From an optimization exercise on the open Yosys and OpenROAD flow, aimed at small area, a short achievable clock period and few clock cycles; shortcuts taken in it are not production practice. At most, simulation tests tie the RTL to the original design; equivalence was not proved. Only the layout flow was run in runs 2 and 3; the RTL was not checked for function there.

## design.v

```verilog
`timescale 1 ns / 100 ps
module mult1_fa(a, b, ci, s, co);
	input a, b, ci;
	output s, co;
	assign s  = a ^ b ^ ci;
	assign co = (a & b) | (a & ci) | (b & ci);
endmodule
module mult1_ha(a, b, s, co);
	input a, b;
	output s, co;
	assign s  = a ^ b;
	assign co = a & b;
endmodule
module mult1_ha1(a, b, s, co);
	input a, b;
	output s, co;
	assign s  = ~(a ^ b);
	assign co = a | b;
endmodule
module mult1_row(a, one, two, neg, r);
	input [31:0] a;
	input one, two, neg;
	output [33:0] r;
	wire [32:0] m = ({1'b0, a} & {33{one}}) | ({a, 1'b0} & {33{two}});
	assign r = {~neg, m ^ {33{neg}}};
endmodule
module mult1_enc(b, one, two, neg);
	input [2:0] b;
	output one, two, neg;
	assign one = b[1] ^ b[0];
	assign two = (b[2] & ~b[1] & ~b[0]) | (~b[2] & b[1] & b[0]);
	assign neg = b[2];
endmodule
module mult1_add(a, b, ci, s, c8);
	input [39:0] a, b;
	input ci;
	output [39:0] s;
	output c8;
	wire [39:0] p0 = a ^ b;
	wire [39:0] g0 = a & b;
	wire gg1 = g0[1] | (p0[1] & g0[0]);
	wire pp1 = p0[1] & p0[0];
	wire gg2 = g0[3] | (p0[3] & g0[2]);
	wire pp2 = p0[3] & p0[2];
	wire gg3 = g0[5] | (p0[5] & g0[4]);
	wire pp3 = p0[5] & p0[4];
	wire gg4 = g0[7] | (p0[7] & g0[6]);
	wire pp4 = p0[7] & p0[6];
	wire gg5 = g0[9] | (p0[9] & g0[8]);
	wire pp5 = p0[9] & p0[8];
	wire gg6 = g0[11] | (p0[11] & g0[10]);
	wire pp6 = p0[11] & p0[10];
	wire gg7 = g0[13] | (p0[13] & g0[12]);
	wire pp7 = p0[13] & p0[12];
	wire gg8 = g0[15] | (p0[15] & g0[14]);
	wire pp8 = p0[15] & p0[14];
	wire gg9 = g0[17] | (p0[17] & g0[16]);
	wire pp9 = p0[17] & p0[16];
	wire gg10 = g0[19] | (p0[19] & g0[18]);
	wire pp10 = p0[19] & p0[18];
	wire gg11 = g0[21] | (p0[21] & g0[20]);
	wire pp11 = p0[21] & p0[20];
	wire gg12 = g0[23] | (p0[23] & g0[22]);
	wire pp12 = p0[23] & p0[22];
	wire gg13 = g0[25] | (p0[25] & g0[24]);
	wire pp13 = p0[25] & p0[24];
	wire gg14 = g0[27] | (p0[27] & g0[26]);
	wire pp14 = p0[27] & p0[26];
	wire gg15 = g0[29] | (p0[29] & g0[28]);
	wire pp15 = p0[29] & p0[28];
	wire gg16 = g0[31] | (p0[31] & g0[30]);
	wire pp16 = p0[31] & p0[30];
	wire gg17 = g0[33] | (p0[33] & g0[32]);
	wire pp17 = p0[33] & p0[32];
	wire gg18 = g0[35] | (p0[35] & g0[34]);
	wire pp18 = p0[35] & p0[34];
	wire gg19 = g0[37] | (p0[37] & g0[36]);
	wire pp19 = p0[37] & p0[36];
	wire gg20 = g0[39] | (p0[39] & g0[38]);
	wire pp20 = p0[39] & p0[38];
	wire gg21 = g0[2] | (p0[2] & gg1);
	wire pp21 = p0[2] & pp1;
	wire gg22 = gg2 | (pp2 & gg1);
	wire pp22 = pp2 & pp1;
	wire gg23 = g0[6] | (p0[6] & gg3);
	wire pp23 = p0[6] & pp3;
	wire gg24 = gg4 | (pp4 & gg3);
	wire pp24 = pp4 & pp3;
	wire gg25 = g0[10] | (p0[10] & gg5);
	wire pp25 = p0[10] & pp5;
	wire gg26 = gg6 | (pp6 & gg5);
	wire pp26 = pp6 & pp5;
	wire gg27 = g0[14] | (p0[14] & gg7);
	wire pp27 = p0[14] & pp7;
	wire gg28 = gg8 | (pp8 & gg7);
	wire pp28 = pp8 & pp7;
	wire gg29 = g0[18] | (p0[18] & gg9);
	wire pp29 = p0[18] & pp9;
	wire gg30 = gg10 | (pp10 & gg9);
	wire pp30 = pp10 & pp9;
	wire gg31 = g0[22] | (p0[22] & gg11);
	wire pp31 = p0[22] & pp11;
	wire gg32 = gg12 | (pp12 & gg11);
	wire pp32 = pp12 & pp11;
	wire gg33 = g0[26] | (p0[26] & gg13);
	wire pp33 = p0[26] & pp13;
	wire gg34 = gg14 | (pp14 & gg13);
	wire pp34 = pp14 & pp13;
	wire gg35 = g0[30] | (p0[30] & gg15);
	wire pp35 = p0[30] & pp15;
	wire gg36 = gg16 | (pp16 & gg15);
	wire pp36 = pp16 & pp15;
	wire gg37 = g0[34] | (p0[34] & gg17);
	wire pp37 = p0[34] & pp17;
	wire gg38 = gg18 | (pp18 & gg17);
	wire pp38 = pp18 & pp17;
	wire gg39 = g0[38] | (p0[38] & gg19);
	wire pp39 = p0[38] & pp19;
	wire gg40 = gg20 | (pp20 & gg19);
	wire pp40 = pp20 & pp19;
	wire gg41 = g0[4] | (p0[4] & gg22);
	wire pp41 = p0[4] & pp22;
	wire gg42 = gg3 | (pp3 & gg22);
	wire pp42 = pp3 & pp22;
	wire gg43 = gg23 | (pp23 & gg22);
	wire pp43 = pp23 & pp22;
	wire gg44 = gg24 | (pp24 & gg22);
	wire pp44 = pp24 & pp22;
	wire gg45 = g0[12] | (p0[12] & gg26);
	wire pp45 = p0[12] & pp26;
	wire gg46 = gg7 | (pp7 & gg26);
	wire pp46 = pp7 & pp26;
	wire gg47 = gg27 | (pp27 & gg26);
	wire pp47 = pp27 & pp26;
	wire gg48 = gg28 | (pp28 & gg26);
	wire pp48 = pp28 & pp26;
	wire gg49 = g0[20] | (p0[20] & gg30);
	wire pp49 = p0[20] & pp30;
	wire gg50 = gg11 | (pp11 & gg30);
	wire pp50 = pp11 & pp30;
	wire gg51 = gg31 | (pp31 & gg30);
	wire pp51 = pp31 & pp30;
	wire gg52 = gg32 | (pp32 & gg30);
	wire pp52 = pp32 & pp30;
	wire gg53 = g0[28] | (p0[28] & gg34);
	wire pp53 = p0[28] & pp34;
	wire gg54 = gg15 | (pp15 & gg34);
	wire pp54 = pp15 & pp34;
	wire gg55 = gg35 | (pp35 & gg34);
	wire pp55 = pp35 & pp34;
	wire gg56 = gg36 | (pp36 & gg34);
	wire pp56 = pp36 & pp34;
	wire gg57 = g0[36] | (p0[36] & gg38);
	wire pp57 = p0[36] & pp38;
	wire gg58 = gg19 | (pp19 & gg38);
	wire pp58 = pp19 & pp38;
	wire gg59 = gg39 | (pp39 & gg38);
	wire pp59 = pp39 & pp38;
	wire gg60 = gg40 | (pp40 & gg38);
	wire pp60 = pp40 & pp38;
	wire gg61 = g0[8] | (p0[8] & gg44);
	wire pp61 = p0[8] & pp44;
	wire gg62 = gg5 | (pp5 & gg44);
	wire pp62 = pp5 & pp44;
	wire gg63 = gg25 | (pp25 & gg44);
	wire pp63 = pp25 & pp44;
	wire gg64 = gg26 | (pp26 & gg44);
	wire pp64 = pp26 & pp44;
	wire gg65 = gg45 | (pp45 & gg44);
	wire pp65 = pp45 & pp44;
	wire gg66 = gg46 | (pp46 & gg44);
	wire pp66 = pp46 & pp44;
	wire gg67 = gg47 | (pp47 & gg44);
	wire pp67 = pp47 & pp44;
	wire gg68 = gg48 | (pp48 & gg44);
	wire pp68 = pp48 & pp44;
	wire gg69 = g0[24] | (p0[24] & gg52);
	wire pp69 = p0[24] & pp52;
	wire gg70 = gg13 | (pp13 & gg52);
	wire pp70 = pp13 & pp52;
	wire gg71 = gg33 | (pp33 & gg52);
	wire pp71 = pp33 & pp52;
	wire gg72 = gg34 | (pp34 & gg52);
	wire pp72 = pp34 & pp52;
	wire gg73 = gg53 | (pp53 & gg52);
	wire pp73 = pp53 & pp52;
	wire gg74 = gg54 | (pp54 & gg52);
	wire pp74 = pp54 & pp52;
	wire gg75 = gg55 | (pp55 & gg52);
	wire pp75 = pp55 & pp52;
	wire gg76 = gg56 | (pp56 & gg52);
	wire pp76 = pp56 & pp52;
	wire gg77 = g0[16] | (p0[16] & gg68);
	wire pp77 = p0[16] & pp68;
	wire gg78 = gg9 | (pp9 & gg68);
	wire pp78 = pp9 & pp68;
	wire gg79 = gg29 | (pp29 & gg68);
	wire pp79 = pp29 & pp68;
	wire gg80 = gg30 | (pp30 & gg68);
	wire pp80 = pp30 & pp68;
	wire gg81 = gg49 | (pp49 & gg68);
	wire pp81 = pp49 & pp68;
	wire gg82 = gg50 | (pp50 & gg68);
	wire pp82 = pp50 & pp68;
	wire gg83 = gg51 | (pp51 & gg68);
	wire pp83 = pp51 & pp68;
	wire gg84 = gg52 | (pp52 & gg68);
	wire pp84 = pp52 & pp68;
	wire gg85 = gg69 | (pp69 & gg68);
	wire pp85 = pp69 & pp68;
	wire gg86 = gg70 | (pp70 & gg68);
	wire pp86 = pp70 & pp68;
	wire gg87 = gg71 | (pp71 & gg68);
	wire pp87 = pp71 & pp68;
	wire gg88 = gg72 | (pp72 & gg68);
	wire pp88 = pp72 & pp68;
	wire gg89 = gg73 | (pp73 & gg68);
	wire pp89 = pp73 & pp68;
	wire gg90 = gg74 | (pp74 & gg68);
	wire pp90 = pp74 & pp68;
	wire gg91 = gg75 | (pp75 & gg68);
	wire pp91 = pp75 & pp68;
	wire gg92 = gg76 | (pp76 & gg68);
	wire pp92 = pp76 & pp68;
	wire gg93 = g0[32] | (p0[32] & gg92);
	wire pp93 = p0[32] & pp92;
	wire gg94 = gg17 | (pp17 & gg92);
	wire pp94 = pp17 & pp92;
	wire gg95 = gg37 | (pp37 & gg92);
	wire pp95 = pp37 & pp92;
	wire gg96 = gg38 | (pp38 & gg92);
	wire pp96 = pp38 & pp92;
	wire gg97 = gg57 | (pp57 & gg92);
	wire pp97 = pp57 & pp92;
	wire gg98 = gg58 | (pp58 & gg92);
	wire pp98 = pp58 & pp92;
	wire gg99 = gg59 | (pp59 & gg92);
	wire pp99 = pp59 & pp92;
	wire gg100 = gg60 | (pp60 & gg92);
	wire pp100 = pp60 & pp92;
	assign s = p0 ^ {(gg99 | (pp99 & ci)), (gg98 | (pp98 & ci)), (gg97 | (pp97 & ci)), (gg96 | (pp96 & ci)), (gg95 | (pp95 & ci)), (gg94 | (pp94 & ci)), (gg93 | (pp93 & ci)), (gg92 | (pp92 & ci)), (gg91 | (pp91 & ci)), (gg90 | (pp90 & ci)), (gg89 | (pp89 & ci)), (gg88 | (pp88 & ci)), (gg87 | (pp87 & ci)), (gg86 | (pp86 & ci)), (gg85 | (pp85 & ci)), (gg84 | (pp84 & ci)), (gg83 | (pp83 & ci)), (gg82 | (pp82 & ci)), (gg81 | (pp81 & ci)), (gg80 | (pp80 & ci)), (gg79 | (pp79 & ci)), (gg78 | (pp78 & ci)), (gg77 | (pp77 & ci)), (gg68 | (pp68 & ci)), (gg67 | (pp67 & ci)), (gg66 | (pp66 & ci)), (gg65 | (pp65 & ci)), (gg64 | (pp64 & ci)), (gg63 | (pp63 & ci)), (gg62 | (pp62 & ci)), (gg61 | (pp61 & ci)), (gg44 | (pp44 & ci)), (gg43 | (pp43 & ci)), (gg42 | (pp42 & ci)), (gg41 | (pp41 & ci)), (gg22 | (pp22 & ci)), (gg21 | (pp21 & ci)), (gg1 | (pp1 & ci)), (g0[0] | (p0[0] & ci)), ci};
	assign c8 = (gg44 | (pp44 & ci));
endmodule
module mult1(clk, rst, start, ack, multiplicand, multiplier, product, done);
	input clk;
	input rst;
	input start;
	input ack;
	input [31:0] multiplicand;
	input [31:0] multiplier;
	output [63:0] product;
	output done;
reg        idle_q;   
reg        iter_q;   
reg        fin_q;    
reg        done_q;   
reg        first_q;  
reg [1:0]  cnt;
reg [31:0] a_q;      
reg [31:0] b_q;      
reg [34:0] s_q;      
reg [33:0] c_q;      
reg [7:0]  sl_q;     
reg [7:0]  cl_q;     
reg        cy_q;     
reg        ng_q;     
assign done    = done_q;
assign product = {a_q, b_q};
wire last = (cnt == 2'd3);
wire [9:0] nb = idle_q ? {multiplier[9:2], 2'b00} : {b_q[17:16] & {2{cnt != 2'd2}}, b_q[15:9], 1'b0};
wire [3:0] one_d, two_d, neg_d;
mult1_enc e1 (.b(nb[3:1]), .one(one_d[0]), .two(two_d[0]), .neg(neg_d[0]));
mult1_enc e2 (.b(nb[5:3]), .one(one_d[1]), .two(two_d[1]), .neg(neg_d[1]));
mult1_enc e3 (.b(nb[7:5]), .one(one_d[2]), .two(two_d[2]), .neg(neg_d[2]));
mult1_enc e4 (.b(nb[9:7]), .one(one_d[3]), .two(two_d[3]), .neg(neg_d[3]));
reg [3:0] one_q, two_q, neg_q;
always @(posedge clk) begin
	one_q <= one_d;
	two_q <= two_d;
	neg_q <= neg_d;
end
wire neg1 = neg_q[0], neg2 = neg_q[1], neg3 = neg_q[2], neg4 = neg_q[3];
wire [33:0] r1, r2, r3, r4;
mult1_row w1 (.a(a_q), .one(one_q[0]), .two(two_q[0]), .neg(neg_q[0]), .r(r1));
mult1_row w2 (.a(a_q), .one(one_q[1]), .two(two_q[1]), .neg(neg_q[1]), .r(r2));
mult1_row w3 (.a(a_q), .one(one_q[2]), .two(two_q[2]), .neg(neg_q[2]), .r(r3));
mult1_row w4 (.a(a_q), .one(one_q[3]), .two(two_q[3]), .neg(neg_q[3]), .r(r4));
reg f0_q, f1_q, nf_q;
always @(posedge clk) begin
	f0_q <= idle_q & multiplier[0];
	f1_q <= idle_q & multiplier[1];
	nf_q <= ~idle_q;
end
wire [34:0] sx = {s_q[34] | ~nf_q, s_q[33:32] & {2{nf_q}}, (a_q & {32{f0_q}}) | (s_q[31:0] & {32{nf_q}})};
wire [33:0] cx = {c_q[33] & nf_q, (a_q & {32{f1_q}}) | (c_q[32:1] & {32{nf_q}}), c_q[0] & nf_q};
wire        n0 = ng_q & nf_q;
wire s1, k2, s3, k4, s5, k6, s7, k8, s9, k10, s11, k12, s13, k14, s15, k16, s17, k18, s19, k20, s21, k22, s23, k24, s25, k26, s27, k28, s29, k30, s31, k32, s33, k34, s35, k36, s37, k38, s39, k40, s41, k42, s43, k44, s45, k46, s47, k48, s49, k50, s51, k52, s53, k54, s55, k56, s57, k58, s59, k60, s61, k62, s63, k64, s65, k66, s67, k68, s69, k70, s71, k72, s73, k74, s75, k76, s77, k78, s79, k80, s81, k82, s83, k84, s85, k86, s87, k88, s89, k90, s91, k92, s93, k94, s95, k96, s97, k98, s99, k100, s101, k102, s103, k104, s105, k106, s107, k108, s109, k110, s111, k112, s113, k114, s115, k116, s117, k118, s119, k120, s121, k122, s123, k124, s125, k126, s127, k128, s129, k130, s131, k132, s133, k134, s135, k136, s137, k138, s139, k140, s141, k142, s143, k144, s145, k146, s147, k148, s149, k150, s151, k152, s153, k154, s155, k156, s157, k158, s159, k160, s161, k162, s163, k164, s165, k166, s167, k168, s169, k170, s171, k172, s173, k174, s175, k176, s177, k178, s179, k180, s181, k182, s183, k184, s185, k186, s187, k188, s189, k190, s191, k192, s193, k194, s195, k196, s197, k198, s199, k200, s201, k202, s203, k204, s205, k206, s207, k208, s209, k210, s211, k212, s213, k214, s215, k216, s217, k218, s219, k220, s221, k222, s223, k224, s225, k226, s227, k228, s229, k230, s231, k232, s233, k234, s235, k236, s237, k238, s239, k240, s241, k242, s243, k244, s245, k246, s247, k248, s249, k250, s251, k252, s253, k254, s255, k256, s257, k258, s259, k260, s261, k262, s263, k264, s265, k266, s267, k268, s269, k270, s271, k272, s273, k274, s275, k276, s277, k278, s279;
mult1_ha h2 (.a(neg2), .b(sx[4]), .s(s1), .co(k2));
mult1_ha h4 (.a(sx[5]), .b(cx[5]), .s(s3), .co(k4));
mult1_fa f6 (.a(neg3), .b(sx[6]), .ci(cx[6]), .s(s5), .co(k6));
mult1_ha h8 (.a(r1[4]), .b(r2[2]), .s(s7), .co(k8));
mult1_fa f10 (.a(sx[7]), .b(cx[7]), .ci(r1[5]), .s(s9), .co(k10));
mult1_ha h12 (.a(r2[3]), .b(r3[1]), .s(s11), .co(k12));
mult1_fa f14 (.a(sx[8]), .b(cx[8]), .ci(r1[6]), .s(s13), .co(k14));
mult1_fa f16 (.a(r2[4]), .b(r3[2]), .ci(r4[0]), .s(s15), .co(k16));
mult1_fa f18 (.a(sx[9]), .b(cx[9]), .ci(r1[7]), .s(s17), .co(k18));
mult1_fa f20 (.a(r2[5]), .b(r3[3]), .ci(r4[1]), .s(s19), .co(k20));
mult1_fa f22 (.a(sx[10]), .b(cx[10]), .ci(r1[8]), .s(s21), .co(k22));
mult1_fa f24 (.a(r2[6]), .b(r3[4]), .ci(r4[2]), .s(s23), .co(k24));
mult1_fa f26 (.a(sx[11]), .b(cx[11]), .ci(r1[9]), .s(s25), .co(k26));
mult1_fa f28 (.a(r2[7]), .b(r3[5]), .ci(r4[3]), .s(s27), .co(k28));
mult1_fa f30 (.a(sx[12]), .b(cx[12]), .ci(r1[10]), .s(s29), .co(k30));
mult1_fa f32 (.a(r2[8]), .b(r3[6]), .ci(r4[4]), .s(s31), .co(k32));
mult1_fa f34 (.a(sx[13]), .b(cx[13]), .ci(r1[11]), .s(s33), .co(k34));
mult1_fa f36 (.a(r2[9]), .b(r3[7]), .ci(r4[5]), .s(s35), .co(k36));
mult1_fa f38 (.a(sx[14]), .b(cx[14]), .ci(r1[12]), .s(s37), .co(k38));
mult1_fa f40 (.a(r2[10]), .b(r3[8]), .ci(r4[6]), .s(s39), .co(k40));
mult1_fa f42 (.a(sx[15]), .b(cx[15]), .ci(r1[13]), .s(s41), .co(k42));
mult1_fa f44 (.a(r2[11]), .b(r3[9]), .ci(r4[7]), .s(s43), .co(k44));
mult1_fa f46 (.a(sx[16]), .b(cx[16]), .ci(r1[14]), .s(s45), .co(k46));
mult1_fa f48 (.a(r2[12]), .b(r3[10]), .ci(r4[8]), .s(s47), .co(k48));
mult1_fa f50 (.a(sx[17]), .b(cx[17]), .ci(r1[15]), .s(s49), .co(k50));
mult1_fa f52 (.a(r2[13]), .b(r3[11]), .ci(r4[9]), .s(s51), .co(k52));
mult1_fa f54 (.a(sx[18]), .b(cx[18]), .ci(r1[16]), .s(s53), .co(k54));
mult1_fa f56 (.a(r2[14]), .b(r3[12]), .ci(r4[10]), .s(s55), .co(k56));
mult1_fa f58 (.a(sx[19]), .b(cx[19]), .ci(r1[17]), .s(s57), .co(k58));
mult1_fa f60 (.a(r2[15]), .b(r3[13]), .ci(r4[11]), .s(s59), .co(k60));
mult1_fa f62 (.a(sx[20]), .b(cx[20]), .ci(r1[18]), .s(s61), .co(k62));
mult1_fa f64 (.a(r2[16]), .b(r3[14]), .ci(r4[12]), .s(s63), .co(k64));
mult1_fa f66 (.a(sx[21]), .b(cx[21]), .ci(r1[19]), .s(s65), .co(k66));
mult1_fa f68 (.a(r2[17]), .b(r3[15]), .ci(r4[13]), .s(s67), .co(k68));
mult1_fa f70 (.a(sx[22]), .b(cx[22]), .ci(r1[20]), .s(s69), .co(k70));
mult1_fa f72 (.a(r2[18]), .b(r3[16]), .ci(r4[14]), .s(s71), .co(k72));
mult1_fa f74 (.a(sx[23]), .b(cx[23]), .ci(r1[21]), .s(s73), .co(k74));
mult1_fa f76 (.a(r2[19]), .b(r3[17]), .ci(r4[15]), .s(s75), .co(k76));
mult1_fa f78 (.a(sx[24]), .b(cx[24]), .ci(r1[22]), .s(s77), .co(k78));
mult1_fa f80 (.a(r2[20]), .b(r3[18]), .ci(r4[16]), .s(s79), .co(k80));
mult1_fa f82 (.a(sx[25]), .b(cx[25]), .ci(r1[23]), .s(s81), .co(k82));
mult1_fa f84 (.a(r2[21]), .b(r3[19]), .ci(r4[17]), .s(s83), .co(k84));
mult1_fa f86 (.a(sx[26]), .b(cx[26]), .ci(r1[24]), .s(s85), .co(k86));
mult1_fa f88 (.a(r2[22]), .b(r3[20]), .ci(r4[18]), .s(s87), .co(k88));
mult1_fa f90 (.a(sx[27]), .b(cx[27]), .ci(r1[25]), .s(s89), .co(k90));
mult1_fa f92 (.a(r2[23]), .b(r3[21]), .ci(r4[19]), .s(s91), .co(k92));
mult1_fa f94 (.a(sx[28]), .b(cx[28]), .ci(r1[26]), .s(s93), .co(k94));
mult1_fa f96 (.a(r2[24]), .b(r3[22]), .ci(r4[20]), .s(s95), .co(k96));
mult1_fa f98 (.a(sx[29]), .b(cx[29]), .ci(r1[27]), .s(s97), .co(k98));
mult1_fa f100 (.a(r2[25]), .b(r3[23]), .ci(r4[21]), .s(s99), .co(k100));
mult1_fa f102 (.a(sx[30]), .b(cx[30]), .ci(r1[28]), .s(s101), .co(k102));
mult1_fa f104 (.a(r2[26]), .b(r3[24]), .ci(r4[22]), .s(s103), .co(k104));
mult1_fa f106 (.a(sx[31]), .b(cx[31]), .ci(r1[29]), .s(s105), .co(k106));
mult1_fa f108 (.a(r2[27]), .b(r3[25]), .ci(r4[23]), .s(s107), .co(k108));
mult1_fa f110 (.a(sx[32]), .b(cx[32]), .ci(r1[30]), .s(s109), .co(k110));
mult1_fa f112 (.a(r2[28]), .b(r3[26]), .ci(r4[24]), .s(s111), .co(k112));
mult1_fa f114 (.a(sx[33]), .b(cx[33]), .ci(r1[31]), .s(s113), .co(k114));
mult1_fa f116 (.a(r2[29]), .b(r3[27]), .ci(r4[25]), .s(s115), .co(k116));
mult1_fa f118 (.a(sx[34]), .b(r1[32]), .ci(r2[30]), .s(s117), .co(k118));
mult1_ha1 g120 (.a(r3[28]), .b(r4[26]), .s(s119), .co(k120));
mult1_fa f122 (.a(r1[33]), .b(r2[31]), .ci(r3[29]), .s(s121), .co(k122));
mult1_ha h124 (.a(r2[32]), .b(r3[30]), .s(s123), .co(k124));
mult1_ha h126 (.a(neg1), .b(sx[2]), .s(s125), .co(k126));
mult1_ha h128 (.a(sx[3]), .b(cx[3]), .s(s127), .co(k128));
mult1_fa f130 (.a(cx[4]), .b(r1[2]), .ci(r2[0]), .s(s129), .co(k130));
mult1_fa f132 (.a(r1[3]), .b(r2[1]), .ci(k2), .s(s131), .co(k132));
mult1_fa f134 (.a(r3[0]), .b(k4), .ci(s5), .s(s133), .co(k134));
mult1_fa f136 (.a(k6), .b(k8), .ci(s11), .s(s135), .co(k136));
mult1_fa f138 (.a(k12), .b(k10), .ci(s13), .s(s137), .co(k138));
mult1_fa f140 (.a(k14), .b(s17), .ci(k16), .s(s139), .co(k140));
mult1_fa f142 (.a(k18), .b(s21), .ci(k20), .s(s141), .co(k142));
mult1_fa f144 (.a(k22), .b(s25), .ci(k24), .s(s143), .co(k144));
mult1_fa f146 (.a(k26), .b(s29), .ci(k28), .s(s145), .co(k146));
mult1_fa f148 (.a(k30), .b(s33), .ci(k32), .s(s147), .co(k148));
mult1_fa f150 (.a(k34), .b(s37), .ci(k36), .s(s149), .co(k150));
mult1_fa f152 (.a(k38), .b(s41), .ci(k40), .s(s151), .co(k152));
mult1_fa f154 (.a(k42), .b(s45), .ci(k44), .s(s153), .co(k154));
mult1_fa f156 (.a(k46), .b(s49), .ci(k48), .s(s155), .co(k156));
mult1_fa f158 (.a(k50), .b(s53), .ci(k52), .s(s157), .co(k158));
mult1_fa f160 (.a(k54), .b(s57), .ci(k56), .s(s159), .co(k160));
mult1_fa f162 (.a(k58), .b(s61), .ci(k60), .s(s161), .co(k162));
mult1_fa f164 (.a(k62), .b(s65), .ci(k64), .s(s163), .co(k164));
mult1_fa f166 (.a(k66), .b(s69), .ci(k68), .s(s165), .co(k166));
mult1_fa f168 (.a(k70), .b(s73), .ci(k72), .s(s167), .co(k168));
mult1_fa f170 (.a(k74), .b(s77), .ci(k76), .s(s169), .co(k170));
mult1_fa f172 (.a(k78), .b(s81), .ci(k80), .s(s171), .co(k172));
mult1_fa f174 (.a(k82), .b(s85), .ci(k84), .s(s173), .co(k174));
mult1_fa f176 (.a(k86), .b(s89), .ci(k88), .s(s175), .co(k176));
mult1_fa f178 (.a(k90), .b(s93), .ci(k92), .s(s177), .co(k178));
mult1_fa f180 (.a(k94), .b(s97), .ci(k96), .s(s179), .co(k180));
mult1_fa f182 (.a(k98), .b(s101), .ci(k100), .s(s181), .co(k182));
mult1_fa f184 (.a(k102), .b(s105), .ci(k104), .s(s183), .co(k184));
mult1_fa f186 (.a(k106), .b(s109), .ci(k108), .s(s185), .co(k186));
mult1_fa f188 (.a(k110), .b(s113), .ci(k112), .s(s187), .co(k188));
mult1_fa f190 (.a(k114), .b(s117), .ci(s119), .s(s189), .co(k190));
mult1_fa f192 (.a(r4[27]), .b(k118), .ci(k120), .s(s191), .co(k192));
mult1_fa f194 (.a(r4[28]), .b(s123), .ci(k122), .s(s193), .co(k194));
mult1_fa f196 (.a(r2[33]), .b(r3[31]), .ci(r4[29]), .s(s195), .co(k196));
mult1_ha h198 (.a(r3[32]), .b(r4[30]), .s(s197), .co(k198));
mult1_ha h200 (.a(n0), .b(sx[0]), .s(s199), .co(k200));
mult1_ha h202 (.a(sx[1]), .b(cx[1]), .s(s201), .co(k202));
mult1_fa f204 (.a(cx[2]), .b(r1[0]), .ci(s125), .s(s203), .co(k204));
mult1_fa f206 (.a(r1[1]), .b(k126), .ci(s127), .s(s205), .co(k206));
mult1_fa f208 (.a(k128), .b(s1), .ci(s129), .s(s207), .co(k208));
mult1_fa f210 (.a(s3), .b(k130), .ci(s131), .s(s209), .co(k210));
mult1_fa f212 (.a(s7), .b(k132), .ci(s133), .s(s211), .co(k212));
mult1_fa f214 (.a(s9), .b(k134), .ci(s135), .s(s213), .co(k214));
mult1_fa f216 (.a(s15), .b(k136), .ci(s137), .s(s215), .co(k216));
mult1_fa f218 (.a(s19), .b(k138), .ci(s139), .s(s217), .co(k218));
mult1_fa f220 (.a(s23), .b(k140), .ci(s141), .s(s219), .co(k220));
mult1_fa f222 (.a(s27), .b(k142), .ci(s143), .s(s221), .co(k222));
mult1_fa f224 (.a(s31), .b(k144), .ci(s145), .s(s223), .co(k224));
mult1_fa f226 (.a(s35), .b(k146), .ci(s147), .s(s225), .co(k226));
mult1_fa f228 (.a(s39), .b(k148), .ci(s149), .s(s227), .co(k228));
mult1_fa f230 (.a(s43), .b(k150), .ci(s151), .s(s229), .co(k230));
mult1_fa f232 (.a(s47), .b(k152), .ci(s153), .s(s231), .co(k232));
mult1_fa f234 (.a(s51), .b(k154), .ci(s155), .s(s233), .co(k234));
mult1_fa f236 (.a(s55), .b(k156), .ci(s157), .s(s235), .co(k236));
mult1_fa f238 (.a(s59), .b(k158), .ci(s159), .s(s237), .co(k238));
mult1_fa f240 (.a(s63), .b(k160), .ci(s161), .s(s239), .co(k240));
mult1_fa f242 (.a(s67), .b(k162), .ci(s163), .s(s241), .co(k242));
mult1_fa f244 (.a(s71), .b(k164), .ci(s165), .s(s243), .co(k244));
mult1_fa f246 (.a(s75), .b(k166), .ci(s167), .s(s245), .co(k246));
mult1_fa f248 (.a(s79), .b(k168), .ci(s169), .s(s247), .co(k248));
mult1_fa f250 (.a(s83), .b(k170), .ci(s171), .s(s249), .co(k250));
mult1_fa f252 (.a(s87), .b(k172), .ci(s173), .s(s251), .co(k252));
mult1_fa f254 (.a(s91), .b(k174), .ci(s175), .s(s253), .co(k254));
mult1_fa f256 (.a(s95), .b(k176), .ci(s177), .s(s255), .co(k256));
mult1_fa f258 (.a(s99), .b(k178), .ci(s179), .s(s257), .co(k258));
mult1_fa f260 (.a(s103), .b(k180), .ci(s181), .s(s259), .co(k260));
mult1_fa f262 (.a(s107), .b(k182), .ci(s183), .s(s261), .co(k262));
mult1_fa f264 (.a(s111), .b(k184), .ci(s185), .s(s263), .co(k264));
mult1_fa f266 (.a(s115), .b(k186), .ci(s187), .s(s265), .co(k266));
mult1_fa f268 (.a(k116), .b(k188), .ci(s189), .s(s267), .co(k268));
mult1_fa f270 (.a(s121), .b(k190), .ci(s191), .s(s269), .co(k270));
mult1_ha1 g272 (.a(s193), .b(k192), .s(s271), .co(k272));
mult1_fa f274 (.a(k124), .b(s195), .ci(k194), .s(s273), .co(k274));
mult1_ha1 g276 (.a(s197), .b(k196), .s(s275), .co(k276));
mult1_fa f278 (.a(r3[33]), .b(r4[31]), .ci(k198), .s(s277), .co(k278));
assign s279 = ~r4[32];
wire [42:0] st = {1'b0, r4[32], k278, k276, k274, k272, k270, k268, k266, k264, k262, k260, k258, k256, k254, k252, k250, k248, k246, k244, k242, k240, k238, k236, k234, k232, k230, k228, k226, k224, k222, k220, k218, k216, k214, k212, k210, k208, k206, k204, k202, k200, s199};
wire [42:0] ct = {1'b0, r4[33], s279, s277, s275, s273, s271, s269, s267, s265, s263, s261, s259, s257, s255, s253, s251, s249, s247, s245, s243, s241, s239, s237, s235, s233, s231, s229, s227, s225, s223, s221, s219, s217, s215, s213, s211, s209, s207, s205, s203, s201, cx[0]};
wire [39:0] sum;
wire        lo8;
mult1_add ad (.a({s_q[31:0], sl_q}), .b({c_q[31:0], cl_q}), .ci(cy_q), .s(sum), .c8(lo8));
wire [8:0]  lo  = {lo8, sum[7:0]};
wire a_nz = |multiplicand;
wire b_nz = |multiplier;
always @(posedge clk or posedge rst)
	if (rst) begin
		idle_q  <= 1'b1;
		iter_q  <= 1'b0;
		fin_q   <= 1'b0;
		done_q  <= 1'b0;
		first_q <= 1'b1;
		cnt     <= 2'd0;
	end else begin
		idle_q  <= (idle_q & ~start) | (done_q & ack);
		iter_q  <= (idle_q & start & a_nz & b_nz) | (iter_q & ~last);
		fin_q   <= iter_q & last;
		done_q  <= fin_q | (idle_q & start & ~(a_nz & b_nz)) | (done_q & ~ack);
		first_q <= idle_q;
		cnt     <= iter_q ? cnt + 2'd1 : 2'd0;
	end
always @(posedge clk) begin
	s_q  <= st[42:8];
	c_q  <= ct[41:8];
	sl_q <= st[7:0];
	cl_q <= ct[7:0];
	cy_q <= lo[8] & ~first_q;
	ng_q <= neg4;
end
always @(posedge clk)
	if (idle_q) begin
		a_q <= multiplicand & {32{b_nz}};
		b_q <= multiplier & {32{a_nz}};
	end else if (iter_q | fin_q) begin
		b_q <= {lo[7:0], b_q[31:8]};
		if (fin_q)
			a_q <= sum[39:8];
	end
endmodule
```

## flow/run.sh

```bash
#!/bin/bash
# The standard layout (standard.sh: the ORFS synthesis and flow), with one change:
# the port buffers that ORFS's buffer_ports inserts are the small sky130_fd_sc_hd__buf_1
# instead of the delay-cell buffer it picks by default. Every port still gets a buffer.
set -euo pipefail
export BUFFER_PORTS_ARGS="-buffer_cell sky130_fd_sc_hd__buf_1"
bash standard.sh finish > standard.log 2>&1
```

## standard.sh

```bash
#!/bin/bash
# synth_recipe.tcl (not shown) runs the flow's synth.tcl, then flattens the netlist and writes it again
# the make line also repeats each setting of config.mk as NAME=value (left out here)
make -C /OpenROAD-flow-scripts/flow DESIGN_CONFIG=/design/flow/config.mk WORK_HOME=/design/flow/orfs CLKGATE_MAP_FILE= SYNTH_SCRIPT=/design/flow/synth_recipe.tcl "${@:-finish}"
```

## config.mk

```make
export PLATFORM = sky130hd
export DESIGN_NAME = mult1
export DESIGN_NICKNAME = mult1
export VERILOG_FILES = /design/flow/design.v
export SDC_FILE = /design/flow/constraint.sdc
export NUM_CORES = 4
export LEC_CHECK = 0
export CAP_MARGIN = 20
export CORE_MARGIN = 2
export CORE_UTILIZATION = 75
export SETUP_SLACK_MARGIN = 2.0
export SLEW_MARGIN = 20
export SYNTH_HIERARCHICAL = 1
export SYNTH_MINIMUM_KEEP_SIZE = 0
```

## constraint.sdc

```tcl
create_clock -name core_clock -period 5.0 [get_ports {clk}]
set_input_delay 1.0000 -clock core_clock [delete_from_list [all_inputs] [get_ports {clk}]]
set_output_delay 1.0000 -clock core_clock [all_outputs]
set_load 0.01 [all_outputs]
```

==> run notes, run 1 <==
clk buf depth=2; CORE AREA=roughly 17000 um^2; CTS tree=built; Final Core Density=0.837; Storage cell area=roughly 4200 um^2; # rows=47; worst hold slack=about 0.47 ns; RSZ-0062 raised after global routing=yes; total congestion overflow=0; Synthesized Nets=approximately 1400; total CTS buffers=17; gpl congestion=approximately 0.95; H-tree depth=4; port bufs=132; fmax=~340 MHz; largest net degree at the start of global routing=70; Setup Viol. Count Final=0; Placement Setup Slack=1.79 ns; mapped cell area=between 10000 and 15000 um^2; Yosys reg bits=approximately 170; count of cell types in the netlist=55; share of cells above drive strength 1=0.0663; worst setup margin=roughly 2 ns; clk sinks=between 150 and 200; setup TNS=0 ns; outcome=no timing/DRC/antenna violations; Vias/cell=roughly 7; area leader, netlist=fa_1; ANT cells=0; die area=18300 um^2; clk slew on worst S/H paths=about 0.07 ns; Rel. slew slack=0.332; initial antenna violation count=0; Worst Setup Path Type=flip-flop to flip-flop; Critical Path End Type=flip-flop; Min-Delay Path Class=flip-flop to flip-flop; Total Wirelength=36100 um; Main synth FF type=dfxtp_1; Synth async-reset ratio=0.0407; area share of the largest cell type after synthesis=0.197; maxcap violations=0; post-synthesis cell count=roughly 1100; period utilisation layout=0.589; Total Routing Usage GR=0.404; Root Buffer=clkbuf_16; HPWL Detailed=approximately 24000 um; overall die width=roughly 140 um; Hold Fails Final Rpt=0; min Tclk post-route=between 2 and 3 ns; YS warnings=7; DR vias=about 10000; Nets=between 1000 and 1500; worst clock skew=0.00978 ns; drt drc=0; first-pass GRT wire length=~56000 um; Initial DRC Count=1206; WP data required=~5.3 ns; vias in the first global route=approximately 10000; crit-path max FO=32; Ports=roughly 130; DR WL/cell=~25 um; Post-DRT Antenna Nets=0; worst-skew pair later-pin latency=around 0.44 ns; Least-Margin Pin Slew=roughly 1.0 ns; drt first pass iters=7; syn avg cell area=11.2 um^2; sequential fraction of the synthesis area=0.320; initial core utilization=0.772; Area growth syn-to-layout=8.37%; Startpoint Class=flip-flop; Vert. Die Dim=~140 um; Critical Path AT=between 3 and 4 ns; Max Slew Vio Count=0; Area contributors post-synth=fa_1 (20%), dfxtp_1 (16%), edfxtp_1 (15%); Post-synth EDFFs=between 60 and 70; FILL cells=roughly 1000; multi-input logic area=roughly 8200 um^2
Yosys stat by module, one instance, submodules excluded:
module	flip-flops and latches	area, um^2
mult1	172	5990
mult1_add	0	1580
mult1_enc	0	38.8
mult1_fa	0	20.0
mult1_ha	0	12.5
mult1_ha1	0	27.5
mult1_row	0	609
cell type report:
type                       count  share of cell area
sequential                   172               0.297
clock inverter                11             0.00887
clock buffer                  21              0.0330
tap                          220              0.0197
multi-input combinational    866               0.587
timing repair buffer         152              0.0462
inverter                      29             0.00779
routing by layer:
layer / GRT usage / vias to the layer above / part of all wire
met5: 0 / - / 0
met4: 0.186 / 0 / 0.043
met3: 0.0912 / 130 / 0.12
met2: 0.618 / 774 / 0.46
met1: 0.556 / 4925 / 0.38
li1: - / 4351 / -
final timing paths:
| check | slack (ns) | start | cells past startpoint | end |
|---|---|---|---|---|
| min in group asynchronous | 0.48 | rst | 2 | cnt[1]$_DFF_PP0_ |
| max in group asynchronous | 4.23 | rst | 2 | first_q$_DFF_PP1_ |
| worst max-delay path | 2.05 | two_q[0]$_DFF_P_ | 5 | c_q[13]$_DFF_P_ |
| worst max register to register | 2.05 | two_q[0]$_DFF_P_ | 5 | c_q[13]$_DFF_P_ |
| worst min register to register | 0.47 | cnt[0]$_DFF_PP0_ | 1 | cnt[0]$_DFF_PP0_ |
| worst min-delay path | 0.47 | cnt[0]$_DFF_PP0_ | 1 | cnt[0]$_DFF_PP0_ |
kinds of logic (layout without fill, tap and decap cells):
group | Yosys count | after routing | synth area share
compound gates | 336 | 336 | 0.205
fa+ha+maj | 181 | 181 | 0.250
simple gates | 180 | 180 | 0.0640
flops | 172 | 172 | 0.320
xor+xnor | 169 | 169 | 0.115
buf+inv | 108 | 213 | 0.0467
synth_stat cells, drive strengths merged (6+ instances only):
cell and n:
a21o 13, a21oi 25, a22o 64, a22oi 124, and2 6, buf 48, clkbuf 31, dfxtp 101
edfxtp 64, fa 127, ha 54, inv 29, nand2 103, nand3 6, nand4 8, nor2 20
nor2b 6, nor4 17, o21ai 21, o21bai 6, o2bb2ai 55, xnor2 153, xor2 16
per-stage QoR:
step	std cells	cell area [um^2]
after floorplan	1146	12900
after global placement	1434	13300
after detailed placement	1434	13300
after CTS	1469	13900
after global routing	1471	14000
final	1471	14000
flip-flops by register name, summed over array words and instances, names as in the netlist:
signal,count
sl_q,8
cnt,2
s_q,34
done_q,1
fin_q,1
iter_q,1
neg_q,4
cl_q,8
b_q,32
one_q,4
nf_q,1
idle_q,1
two_q,4
c_q,34
a_q,32
ng_q,1
cy_q,1
f1_q,1
first_q,1
f0_q,1
critical path, cell delays in order (launching register included):
cell,delay [ns]
dfxtp_2,0.84
a22oi_1,0.22
xnor2_1,0.26
fa_1,0.49
fa_1,0.57
fa_1,0.41
what timing repair did:
action / CTS / global route
hold buffers: 0 / 0
setup buffers: 3 / 2
endpoints found under the setup margin: 68 / 36
resized for setup: 7 / 11
pin swaps: 2 / 4
placed cells by master (no fill, tap or decap), drive strengths merged, types with 6 or more instances in the layout:
cell type and count:
a21o 13, a22oi 124, xnor2 153, dfxtp 101
clkbuf 21, nand4 8, buf 152, nor4 17
xor2 16, fa 127, ha 54, nand2 103
nor2b 6, o21ai 21, inv 35, o2bb2ai 55
nor2 20, a22o 64, edfxtp 64, a21oi 25
and2 6, o21bai 6, nand3 6
Testbench counts, summed over its fixed seeds: cycles 3,299.
==> run 2, diff against run 1 <==
--- a/design.v
+++ b/design.v
@@ -264,9 +264,10 @@
 reg [7:0]  cl_q;     
 reg        cy_q;     
 reg        ng_q;     
+reg        sm_q;     
 assign done    = done_q;
 assign product = {a_q, b_q};
-wire last = (cnt == 2'd3);
+wire last = (cnt == 2'd3) | sm_q;
 wire [9:0] nb = idle_q ? {multiplier[9:2], 2'b00} : {b_q[17:16] & {2{cnt != 2'd2}}, b_q[15:9], 1'b0};
 wire [3:0] one_d, two_d, neg_d;
 mult1_enc e1 (.b(nb[3:1]), .one(one_d[0]), .two(two_d[0]), .neg(neg_d[0]));
@@ -451,9 +452,12 @@
 		done_q  <= 1'b0;
 		first_q <= 1'b1;
 		cnt     <= 2'd0;
+		sm_q    <= 1'b0;
 	end else begin
 		idle_q  <= (idle_q & ~start) | (done_q & ack);
 		iter_q  <= (idle_q & start & a_nz & b_nz) | (iter_q & ~last);
+		if (idle_q)
+			sm_q <= ~|multiplier[31:8];
 		fin_q   <= iter_q & last;
 		done_q  <= fin_q | (idle_q & start & ~(a_nz & b_nz)) | (done_q & ~ack);
 		first_q <= idle_q;
@@ -471,6 +475,9 @@
 	if (idle_q) begin
 		a_q <= multiplicand & {32{b_nz}};
 		b_q <= multiplier & {32{a_nz}};
+	end else if (fin_q & sm_q) begin
+		a_q <= {24'b0, sum[39:32]};
+		b_q <= sum[31:0];
 	end else if (iter_q | fin_q) begin
 		b_q <= {lo[7:0], b_q[31:8]};
 		if (fin_q)
--- a/config.mk
+++ b/config.mk
@@ -7,7 +7,7 @@
 export LEC_CHECK = 0
 export CAP_MARGIN = 20
 export CORE_MARGIN = 2
-export CORE_UTILIZATION = 75
+export CORE_UTILIZATION = 65
 export SETUP_SLACK_MARGIN = 2.0
 export SLEW_MARGIN = 20
 export SYNTH_HIERARCHICAL = 1
==> run 2 against run 1 <==
  * Still clean
  * Worst setup slack got worse by 0.049 ns
  * Flip-flop and latch count grew 1
  * Clock-buffer cell count down 4
  * Critical path type unchanged
==> run notes, run 2 <==
outcome=no timing/DRC/antenna violations (unchanged); Placed Area=13700 um^2 (was 13300 um^2); top-count cell post-synth=xnor2_1 (unchanged); initial core utilization=0.657 (was 0.772); first-pass GRT wire length=60200 um (was 55800 um); mapped cell area=13200 um^2 (was 12900 um^2); H-tree depth=4 (unchanged); period utilisation layout=0.599 (was 0.589); CP max stage cell=o31ai_4 (was dfxtp_2); area share of the largest cell type after synthesis=0.193 (was 0.197); setup TNS=0 ns (unchanged); largest net degree at the start of global routing=64 (was 70); most common cell after layout, fill and taps aside=xnor2_1 (unchanged); Yosys reg bits=173 (was 172); CTS tree=built (unchanged); crit-path leading delay family=compound AO/OA/AOI/OAI gates (was adder cells); Post-DRT Antenna Nets=0 (unchanged); syn avg cell area=11.3 um^2 (was 11.2 um^2); FILL cells=1521 (was 992); final non-filler cell total=1542 (was 1471); crit-path cells=ha_4 -> o21ai_4 -> o21bai_2 -> a21oi_4 -> o31ai_4 -> a32oi_4 -> o31ai_4 -> buf_12 -> a31oi_1 -> xnor2_2 -> mux2i_1 -> o22ai_1 (was a22oi_1 -> xnor2_1 -> fa_1 -> fa_1 -> fa_1); fmax=334 MHz (was 339 MHz); Area growth syn-to-layout=11.0% (was 8.37%); share of cells above drive strength 1=0.0920 (was 0.0663); Total Wirelength=39800 um (was 36100 um); clk sinks=173 (was 172); area leader, netlist=fa_1 (unchanged); Synth async-reset ratio=0.0462 (was 0.0407); min Tclk post-route=3.00 ns (was 2.95 ns); total CTS buffers=17 (unchanged); vias in the first global route=10224 (was 10128); total congestion overflow=0 (unchanged); Post-synth EDFFs=64 (unchanged); Buf/Inv on CP=1 (was 0); DR WL/cell=25.8 um (was 24.5 um); crit-path max FO=8 (was 32); Max Slew Vio Count=0 (unchanged); worst clock skew=0.0148 ns (was 0.00978 ns); Critical Path End Type=flip-flop (unchanged); drt drc=0 (unchanged); Worst Setup Path Type=flip-flop to flip-flop (unchanged); worst hold slack=0.462 ns (was 0.471 ns); port bufs=132 (unchanged); clk buf depth=2 (unchanged); Vert. Die Dim=147 um (was 135 um); Ports=133 (unchanged); initial antenna violation count=1 (was 0); placed cells=1503 (was 1434); Initial DRC Count=1017 (was 1206); clk slew on worst S/H paths=0.08 ns (was 0.07 ns); Hold Fails Final Rpt=0 (unchanged); worst-skew pair later-pin latency=0.45 ns (was 0.44 ns); Rel. slew slack=0.243 (was 0.332); Startpoint Class=flip-flop (unchanged); post-synthesis cell count=1165 (was 1146); gpl congestion=0.940 (was 0.954); HPWL Detailed=27900 um (was 24200 um); maxcap violations=0 (unchanged); Main synth FF type=dfxtp_1 (unchanged); CP max stage delay=0.41 ns (was 0.84 ns); Finished Cell Area=14700 um^2 (was 14000 um^2); Total Routing Usage GR=0.373 (was 0.404); Nets=1508 (was 1487); synth cell count leaders=xnor2_1 (153), fa_1 (127), a22oi_1 (124) (unchanged); cell mode on critical path=o31ai_4 (was fa_1); Critical Path AT=3.17 ns (was 3.26 ns); overall die width=147 um (was 135 um); largest registers=c_q x34, s_q x34 (unchanged); Root Buffer=clkbuf_16 (unchanged); WP data required=5.17 ns (was 5.31 ns); Worst R2R Setup Slack=2.00 ns (was 2.05 ns); commonest cells after routing, fill and taps aside=xnor2_1 (147), buf_1 (132), fa_1 (127), a22oi_1 (124), a22o_1 (88) (was xnor2_1 (153), buf_1 (132), fa_1 (127), a22oi_1 (124), nand2_1 (103)); sequential fraction of the synthesis area=0.314 (was 0.320); Synthesized Nets=1414 (was 1395); die area=21500 um^2 (was 18300 um^2); Min-Delay Path Class=flip-flop to flip-flop (unchanged); count of cell types in the netlist=59 (was 55); # rows=52 (was 47); RSZ-0062 raised after global routing=yes (unchanged); DR vias=10245 (was 10180); drt first pass iters=5 (was 7); Vias/cell=6.64 (was 6.92); ANT cells=0 (unchanged); YS warnings=7 (unchanged); Least-Margin Pin Slew=1.14 ns (was 1.00 ns); Final Core Density=0.729 (was 0.837); Setup Viol. Count Final=0 (unchanged); CORE AREA=20100 um^2 (was 16700 um^2); Area contributors post-synth=fa_1 (19%), dfxtp_1 (15%), edfxtp_1 (15%) (was fa_1 (20%), dfxtp_1 (16%), edfxtp_1 (15%))
-- run 2: worst reg2reg max path, stage by stage (launching register included) --
cell and delay [ns]:
dfxtp_2 0.34, ha_4 0.29, o21ai_4 0.06, o21bai_2 0.18
a21oi_4 0.09, o31ai_4 0.41, a32oi_4 0.23, o31ai_4 0.31
buf_12 0.17, a31oi_1 0.13, xnor2_2 0.21, mux2i_1 0.19
o22ai_1 0.11
-- run 2: what timing repair did --
| item | in CTS | in global routing |
|---|---|---|
| resized for setup | 8 | 41 |
| pin swaps | 4 | 15 |
| hold buffers | 0 | 0 |
| setup buffers | 3 | 4 |
| gates cloned | 0 | 0 |
| endpoints found under the setup margin | 34 | 44 |
-- run 2: kinds of logic after synthesis --
logic type	Yosys count	synth area share
buffers and inverters	112	0.0460
flip-flops	173	0.314
AO/OA/AOI/OAI	344	0.199
multiplexers	40	0.0303
AND/OR/NAND/NOR	146	0.0545
XOR/XNOR	169	0.112
adder cells (fa/ha/maj)	181	0.244
-- run 2: layout make-up --
class                   instances  area (um^2)  share of cell area
clock buffers                  17          425              0.0290
clock inverters                15          188              0.0128
inverters                      33          124             0.00845
multi-input cells             880         8720               0.595
flip-flops and latches        173         4190               0.286
well taps                     270          338              0.0230
repair buffers                154          677              0.0462
-- run 2: through the flow --
step / setup WS, ns
2_1_floorplan: 2.29
3_3_place_gp: 1.69
3_5_place_dp: 1.66
4_1_cts: 2.00
5_1_grt: 1.91
6_report: 2.00
-- run 2: metal layers --
metal | vias to the layer above | GRT usage | share of wire
met3 | 92 | 0.0769 | 0.11
met4 | 2 | 0.136 | 0.035
met1 | 5074 | 0.527 | 0.40
li1 | 4471 | - | -
met2 | 606 | 0.575 | 0.46
met5 | - | 0 | 0.00028
-- run 2: path summary, 6_finish.rpt --
path,start,depth (start not counted),endpoint
min in group asynchronous,rst,2,cnt[0]$_DFF_PP0_
setup / recovery,sl_q[1]$_DFF_P_,12,a_q[7]$_DFFE_PP_
hold / removal,cnt[0]$_DFF_PP0_,1,cnt[0]$_DFF_PP0_
setup reg to reg,sl_q[1]$_DFF_P_,12,a_q[7]$_DFFE_PP_
hold reg to reg,cnt[0]$_DFF_PP0_,1,cnt[0]$_DFF_PP0_
max in group asynchronous,rst,2,first_q$_DFF_PP1_
-- run 2: Yosys stat by module, one instance, submodules excluded --
module,cells,cell area (um^2),flops+latches
mult1_enc,5,38.8,0
mult1_add,198,1580,0
mult1_ha,1,12.5,0
mult1_ha1,5,27.5,0
mult1_row,77,609,0
mult1,488,6300,173
mult1_fa,1,20.0,0
==> run 3, diff against run 2 <==
--- a/config.mk
+++ b/config.mk
@@ -8,7 +8,7 @@
 export CAP_MARGIN = 20
 export CORE_MARGIN = 2
 export CORE_UTILIZATION = 65
-export SETUP_SLACK_MARGIN = 2.0
+export SETUP_SLACK_MARGIN = 2.2
 export SLEW_MARGIN = 20
 export SYNTH_HIERARCHICAL = 1
 export SYNTH_MINIMUM_KEEP_SIZE = 0
==> run 3 against run 2 <==
  * Global-route usage increased by 0.50 points
  * Register-to-register slack gained 0.11 ns
  * Final cell count is 0.26% higher
  * Critical path type unchanged
==> run notes, run 3 <==
Synth async-reset ratio=0.0462 (unchanged); fmax=346 MHz (was 334 MHz); mapped cell area=13200 um^2 (unchanged); outcome=no timing/DRC/antenna violations (unchanged); overall die width=147 um (unchanged); RR Startpoint=c_q[3]$_DFF_P_ (was sl_q[1]$_DFF_P_); die area=21500 um^2 (unchanged); HPWL Detailed=27900 um (unchanged); clk sinks=173 (unchanged); initial antenna violation count=1 (unchanged); WP data required=5.16 ns (was 5.17 ns); CORE AREA=20100 um^2 (unchanged); H-tree depth=4 (unchanged); vias in the first global route=10333 (was 10224); drt first pass iters=5 (unchanged); Placement Setup Slack=1.66 ns (unchanged); maxcap violations=0 (unchanged); Post-DRT Antenna Nets=0 (unchanged); YS warnings=7 (unchanged); worst setup margin=2.11 ns (was 2.00 ns); Root Buffer=clkbuf_16 (unchanged); setup TNS=0 ns (unchanged); Nets=1512 (was 1508); crit-path max FO=8 (unchanged); initial core utilization=0.657 (unchanged); area share of the largest cell type after synthesis=0.193 (unchanged); Total Routing Usage GR=0.378 (was 0.373); DR WL/cell=26.1 um (was 25.8 um); Max Slew Vio Count=0 (unchanged); worst hold path cell count=1 (unchanged); total CTS buffers=17 (unchanged); worst-skew pair later-pin latency=0.45 ns (about the same); post-synthesis cell count=1165 (unchanged); drt drc=0 (unchanged); largest registers=c_q x34, s_q x34 (unchanged); sequential fraction of the synthesis area=0.314 (unchanged); clk buf depth=2 (unchanged); Vert. Die Dim=147 um (unchanged); total congestion overflow=0 (unchanged); largest net degree at the start of global routing=64 (unchanged); share of cells above drive strength 1=0.114 (was 0.0920); min Tclk post-route=2.89 ns (was 3.00 ns); worst clock skew=0.0155 ns (was 0.0148 ns); Worst Setup Path Type=flip-flop to flip-flop (unchanged); Total Wirelength=40400 um (was 39800 um); top-count cell post-synth=xnor2_1 (unchanged); Least-Margin Pin Slew=0.971 ns (was 1.14 ns); syn avg cell area=11.3 um^2 (unchanged); hold path start=cnt[0]$_DFF_PP0_ (unchanged); Initial DRC Count=1058 (was 1017); Synthesized Nets=1414 (unchanged); count of cell types in the netlist=59 (unchanged); most common cell after layout, fill and taps aside=xnor2_1 (unchanged); commonest cells after routing, fill and taps aside=xnor2_1 (144), buf_1 (132), fa_1 (127), a22oi_1 (124), a22o_1 (88) (was xnor2_1 (147), buf_1 (132), fa_1 (127), a22oi_1 (124), a22o_1 (88)); Startpoint Class=flip-flop (unchanged); Hold Fails Final Rpt=0 (unchanged); GR Layer Usage met3=0.0738 (was 0.0769); gpl congestion=0.940 (unchanged); ANT cells=0 (unchanged); worst reg2reg path depth=13 (was 12); DR vias=10456 (was 10245); Area growth syn-to-layout=12.4% (was 11.0%); # rows=52 (unchanged); Setup Viol. Count Final=0 (unchanged); Main synth FF type=dfxtp_1 (unchanged); port bufs=132 (unchanged); GRT busiest layer=met2 (unchanged); reg2reg end=a_q[6]$_DFFE_PP_ (was a_q[7]$_DFFE_PP_); Area contributors post-synth=fa_1 (19%), dfxtp_1 (15%), edfxtp_1 (15%) (unchanged); Worst Hold End=cnt[0]$_DFF_PP0_ (unchanged); met1 Use GR=0.534 (was 0.527); synth cell count leaders=xnor2_1 (153), fa_1 (127), a22oi_1 (124) (unchanged); clk slew on worst S/H paths=0.08 ns (about the same); Critical Path End Type=flip-flop (unchanged); area leader, netlist=fa_1 (unchanged); Worst R2R Setup Slack=2.11 ns (was 2.00 ns); Critical Path AT=3.05 ns (was 3.17 ns); RSZ-0062 raised after global routing=yes (unchanged); CTS Hold Bufs=0 (unchanged); CTS tree=built (unchanged); Yosys reg bits=173 (unchanged); Rel. slew slack=0.346 (was 0.243); Ports=133 (unchanged); Vias/cell=6.76 (was 6.64); Min-Delay Path Class=flip-flop to flip-flop (unchanged); first-pass GRT wire length=61000 um (was 60200 um); M2 GR Usage=0.587 (was 0.575); Post-synth EDFFs=64 (unchanged); period utilisation layout=0.578 (was 0.599)
[run 3: stage by stage]
step,utilization,cell area (um^2),std cells,hold WS (ns)
floorplan,-,13200,1165,0.326
global placement,0.680,13700,1502,0.448
detailed placement,0.681,13700,1503,0.452
CTS,0.729,14700,1541,0.462
global route,0.738,14800,1546,0.480
finish,0.738,14800,1546,0.462
[run 3: metal layers]
| layer | routed length [um] | share of wire |
|---|---|---|
| met3 | 4510 | 0.11 |
| met2 | 18800 | 0.46 |
| met1 | 15700 | 0.39 |
| met5 | 12 | 0.00030 |
| met4 | 1430 | 0.035 |
[run 3: what timing repair did]
item	in CTS	in global routing
endpoints found under the setup margin	102	60
setup buffers	6	5
pin swaps	12	9
resized for setup	54	32
[run 3: kinds of logic (layout without fill, tap and decap cells)]
kind of cell             count (synthesis)  after routing  synth area share
XOR/XNOR                               169            169             0.112
flip-flops                             173            173             0.314
adder cells (fa/ha/maj)                181            181             0.244
buffers and inverters                  112            223            0.0460
AND/OR/NAND/NOR                        146            146            0.0545
multiplexers                            40             40            0.0303
AO/OA/AOI/OAI                          344            344             0.199
[run 3: worst max path at each step]
stage                      from                end  slack [ns]  cells past startpoint
6_report         c_q[3]$_DFF_P_   a_q[6]$_DFFE_PP_        2.11                     13
5_1_grt         cl_q[0]$_DFF_P_   a_q[2]$_DFFE_PP_        2.03                     13
4_1_cts         cl_q[0]$_DFF_P_   a_q[3]$_DFFE_PP_        2.17                     14
3_5_place_dp   multiplicand[30]  b_q[21]$_DFFE_PP_        1.66                      6
3_3_place_gp   multiplicand[13]  b_q[27]$_DFFE_PP_        1.69                      6
2_1_floorplan   sl_q[0]$_DFF_P_   a_q[6]$_DFFE_PP_        2.29                     11
[run 3: final cells by class]
type	count	area (um^2)
multi-input combinational	880	8810
inverter	33	124
timing repair buffer	158	749
clock inverter	15	188
tap	270	338
sequential	173	4200
fill	1491	5270
clock buffer	17	425
[run 3: per-module statistics from Yosys, one instance, submodules excluded]
module	copies in the design	cell area [um^2]
mult1_row	4	609
mult1	1	6300
mult1_enc	4	38.8
mult1_fa	126	20.0
mult1_ha	10	12.5
mult1_add	1	1580
mult1_ha1	3	27.5
[run 3: critical path: stages (launching register included)]
cell	delay [ns]
dfxtp_2	0.38
ha_4	0.23
a21oi_1	0.14
o21ai_0	0.15
a31oi_2	0.23
o31ai_4	0.10
buf_6	0.15
a32oi_4	0.31
o31ai_4	0.09
buf_12	0.16
a41oi_4	0.22
xnor2_2	0.11
mux2i_1	0.18
o22ai_1	0.13
==> run 4, diff against run 3 <==
--- a/design.v
+++ b/design.v
@@ -264,10 +264,9 @@
 reg [7:0]  cl_q;     
 reg        cy_q;     
 reg        ng_q;     
-reg        sm_q;     
 assign done    = done_q;
 assign product = {a_q, b_q};
-wire last = (cnt == 2'd3) | sm_q;
+wire last = (cnt == 2'd3);
 wire [9:0] nb = idle_q ? {multiplier[9:2], 2'b00} : {b_q[17:16] & {2{cnt != 2'd2}}, b_q[15:9], 1'b0};
 wire [3:0] one_d, two_d, neg_d;
 mult1_enc e1 (.b(nb[3:1]), .one(one_d[0]), .two(two_d[0]), .neg(neg_d[0]));
@@ -452,12 +451,9 @@
 		done_q  <= 1'b0;
 		first_q <= 1'b1;
 		cnt     <= 2'd0;
-		sm_q    <= 1'b0;
 	end else begin
 		idle_q  <= (idle_q & ~start) | (done_q & ack);
 		iter_q  <= (idle_q & start & a_nz & b_nz) | (iter_q & ~last);
-		if (idle_q)
-			sm_q <= ~|multiplier[31:8];
 		fin_q   <= iter_q & last;
 		done_q  <= fin_q | (idle_q & start & ~(a_nz & b_nz)) | (done_q & ~ack);
 		first_q <= idle_q;
@@ -475,9 +471,6 @@
 	if (idle_q) begin
 		a_q <= multiplicand & {32{b_nz}};
 		b_q <= multiplier & {32{a_nz}};
-	end else if (fin_q & sm_q) begin
-		a_q <= {24'b0, sum[39:32]};
-		b_q <= sum[31:0];
 	end else if (iter_q | fin_q) begin
 		b_q <= {lo[7:0], b_q[31:8]};
 		if (fin_q)
--- a/config.mk
+++ b/config.mk
@@ -8,6 +8,7 @@
 export CAP_MARGIN = 20
 export CORE_MARGIN = 2
 export CORE_UTILIZATION = 65
+export CTS_BUF_LIST = sky130_fd_sc_hd__clkbuf_4 sky130_fd_sc_hd__clkbuf_8
 export SETUP_SLACK_MARGIN = 2.2
 export SLEW_MARGIN = 20
 export SYNTH_HIERARCHICAL = 1
==> run 4 against run 3 <==
  * Via count decreased by 5.9%
  * Global-route usage decreased by 2.7 points
  * Synthesized area decreased by 2.3%
  * Hold slack got worse by 0.034 ns
  * Still clean on timing, DRC and antenna
  * Highest routed layer is now met4
  * Synthesized cell count decreased by 1.6%
  * Sequential share of layout area increased by 1.6 points
==> run notes, run 4 <==
Startpoint Class=flip-flop (unchanged); most common cell after layout, fill and taps aside=xnor2_1 (unchanged); Vert. Die Dim=145 um (was 147 um); CP max stage delay=0.41 ns (was 0.38 ns); reg2reg end=a_q[30]$_DFFE_PP_ (was a_q[6]$_DFFE_PP_); area share of the largest cell type after synthesis=0.197 (was 0.193); syn avg cell area=11.2 um^2 (was 11.3 um^2); worst clock skew=0.0155 ns (about the same); initial antenna violation count=0 (was 1); YS warnings=7 (unchanged); overall die width=145 um (was 147 um); CP max stage cell=nor2_1 (was dfxtp_2); Worst Setup Path Type=flip-flop to flip-flop (unchanged); Critical Path AT=2.95 ns (was 3.05 ns); DR vias=9834 (was 10456); Initial DRC Count=971 (was 1058); synth cell count leaders=xnor2_1 (153), fa_1 (127), a22oi_1 (124) (unchanged); maxcap violations=0 (unchanged); Stages on worst setup path=10 (was 13); clk sinks=172 (was 173); Buf/Inv on CP=1 (was 2); ANT cells=0 (unchanged); count of cell types in the netlist=55 (was 59); CORE AREA=19500 um^2 (was 20100 um^2); share of cells above drive strength 1=0.0777 (was 0.114); Nets=1485 (was 1512); crit-path cells=ha_1 -> nand2_1 -> nor2_1 -> and3_1 -> a32oi_4 -> o31ai_4 -> buf_12 -> a41oi_2 -> xnor2_1 -> o2bb2ai_1 (was ha_4 -> a21oi_1 -> o21ai_0 -> a31oi_2 -> o31ai_4 -> buf_6 -> a32oi_4 -> o31ai_4 -> buf_12 -> a41oi_4 -> xnor2_2 -> mux2i_1 -> o22ai_1); initial core utilization=0.662 (was 0.657); Total Routing Usage GR=0.351 (was 0.378); port bufs=132 (unchanged); FILL cells=1453 (was 1491); Vias/cell=6.50 (was 6.76); post-synthesis cell count=1146 (was 1165); crit-path max FO=9 (was 8); drt first pass iters=5 (unchanged); Area growth syn-to-layout=8.52% (was 12.4%); outcome=no timing/DRC/antenna violations (unchanged); Synthesized Nets=1395 (was 1414); sequential fraction of the synthesis area=0.320 (was 0.314); gpl congestion=0.937 (was 0.940); largest net degree at the start of global routing=69 (was 64); Critical Path End Type=flip-flop (unchanged); top-count cell post-synth=xnor2_1 (unchanged); H-tree depth=4 (unchanged); CTS tree=built (unchanged); total CTS buffers=17 (unchanged); Min-Delay Path Class=input pin to asynchronous set/reset pin (was flip-flop to flip-flop); min Tclk post-route=2.76 ns (was 2.89 ns); worst hold slack=0.428 ns (was 0.462 ns)
## run 4: changes by cell type in the layout (fill, tap and decap cells not counted), moves of 24 or more
cell / previous run / this run
o22ai_1: 38 / 0
a22o_1: 88 / 64
nand2_1: 63 / 103
mux2i_1: 38 / 0
o2bb2ai_1: 2 / 55
## run 4: cells by family after synthesis
family	count (synthesis)	share of synthesized area
AO/OA/AOI/OAI	336	0.205
adder cells (fa/ha/maj)	181	0.250
AND/OR/NAND/NOR	180	0.0640
flip-flops	172	0.320
XOR/XNOR	169	0.115
buffers and inverters	108	0.0467
## run 4: layout make-up
type / instances / area (um^2) / area share
timing repair buffer: 150 / 659 / 0.0471
sequential: 172 / 4180 / 0.299
clock inverter: 14 / 183 / 0.0131
inverter: 29 / 109 / 0.00778
multi-input combinational: 866 / 8300 / 0.593
tap: 265 / 332 / 0.0237
clock buffer: 17 / 234 / 0.0167
## run 4: worst max-delay path by stage
| stage | startpoint | end | slack (ns) |
|---|---|---|---|
| floorplan | sl_q[0]$_DFF_P_ | a_q[30]$_DFFE_PP_ | 2.41 |
| global placement | one_q[0]$_DFF_P_ | c_q[20]$_DFF_P_ | 1.78 |
| detailed placement | one_q[1]$_DFF_P_ | c_q[26]$_DFF_P_ | 1.84 |
| CTS | neg_q[3]$_DFF_P_ | c_q[2]$_DFF_P_ | 2.20 |
| global route | s_q[6]$_DFF_P_ | a_q[30]$_DFFE_PP_ | 2.15 |
| finish | s_q[7]$_DFF_P_ | a_q[30]$_DFFE_PP_ | 2.24 |
## run 4: metal layers
metal / share of wire / global-route usage / wire length [um]
met3: 0.086 / 0.0809 / 3070
met2: 0.49 / 0.559 / 17400
met1: 0.40 / 0.481 / 14300
met5: 0 / 0 / 0
met4: 0.023 / 0.107 / 830
## run 4: repair_timing
item | 4_1_cts | 5_1_grt
pin swaps | 6 | 4
setup buffers | 3 | 3
setup endpoints to repair | 76 | 48
gates resized for setup | 19 | 21
## run 4: modules after synthesis (local to each module, per instance)
module / times used / flops+latches / cells
mult1: 1 / 172 / 469
mult1_add: 1 / 0 / 198
mult1_enc: 4 / 0 / 5
mult1_fa: 126 / 0 / 1
mult1_ha: 10 / 0 / 1
mult1_ha1: 3 / 0 / 5
mult1_row: 4 / 0 / 77
## run 4: metrics by stage
stage,cells,cell area (um^2),util
global route,1513,14000,0.719
finish,1513,14000,0.719
floorplan,1146,12900,-
global placement,1476,13300,0.685
detailed placement,1476,13300,0.685
CTS,1510,13900,0.712
## run 4: worst reg2reg max path: stages, from the launching register on
cell and delay (ns):
dfxtp_1 0.33, ha_1 0.33, nand2_1 0.10, nor2_1 0.41, and3_1 0.32, a32oi_4 0.18
o31ai_4 0.25, buf_12 0.16, a41oi_2 0.12, xnor2_1 0.15, o2bb2ai_1 0.13
Testbench counts of run 4, summed over its fixed seeds: cycles 3,299.

-- afterwards: timing with drivers on the ports --
No port has a modelled driver above. Below, the same layouts with a new extraction and two added sets of constraints.
Step 1 sets driving cells, clkbuf_16 on the clock port and buf_2 on the other inputs (assumed; they add their load-dependent delay and slew).
Step 2 times the ports against the registers' clock, not the clock port: input delays grow and output delays shrink by t, the midpoint of the rising clock arrivals with the driver on.
a / b / c = ideal ports / drivers / drivers and shift; a / b = the first two.
| run | t, ns | setup slack, ns | worst slew at a driven data input, ns | cell pins on the clock port's net |
|---|---|---|---|---|
| run 1 | 0.481 | 2.053 / 2.053 / 1.833 | 0.04 | 1 |
| run 2 | 0.492 | 2.003 / 2.003 / 1.794 | 0.07 | 1 |
| run 3 | 0.494 | 2.112 / 2.112 / 1.867 | 0.06 | 1 |
| run 4 | 0.502 | 2.236 / 2.236 / 1.950 | 0.04 | 1 |
After both steps every run listed still meets setup and hold. For run 4, which loses most, drivers alone change the setup slack by 0.000 ns; drivers and shift together by -0.286 ns.
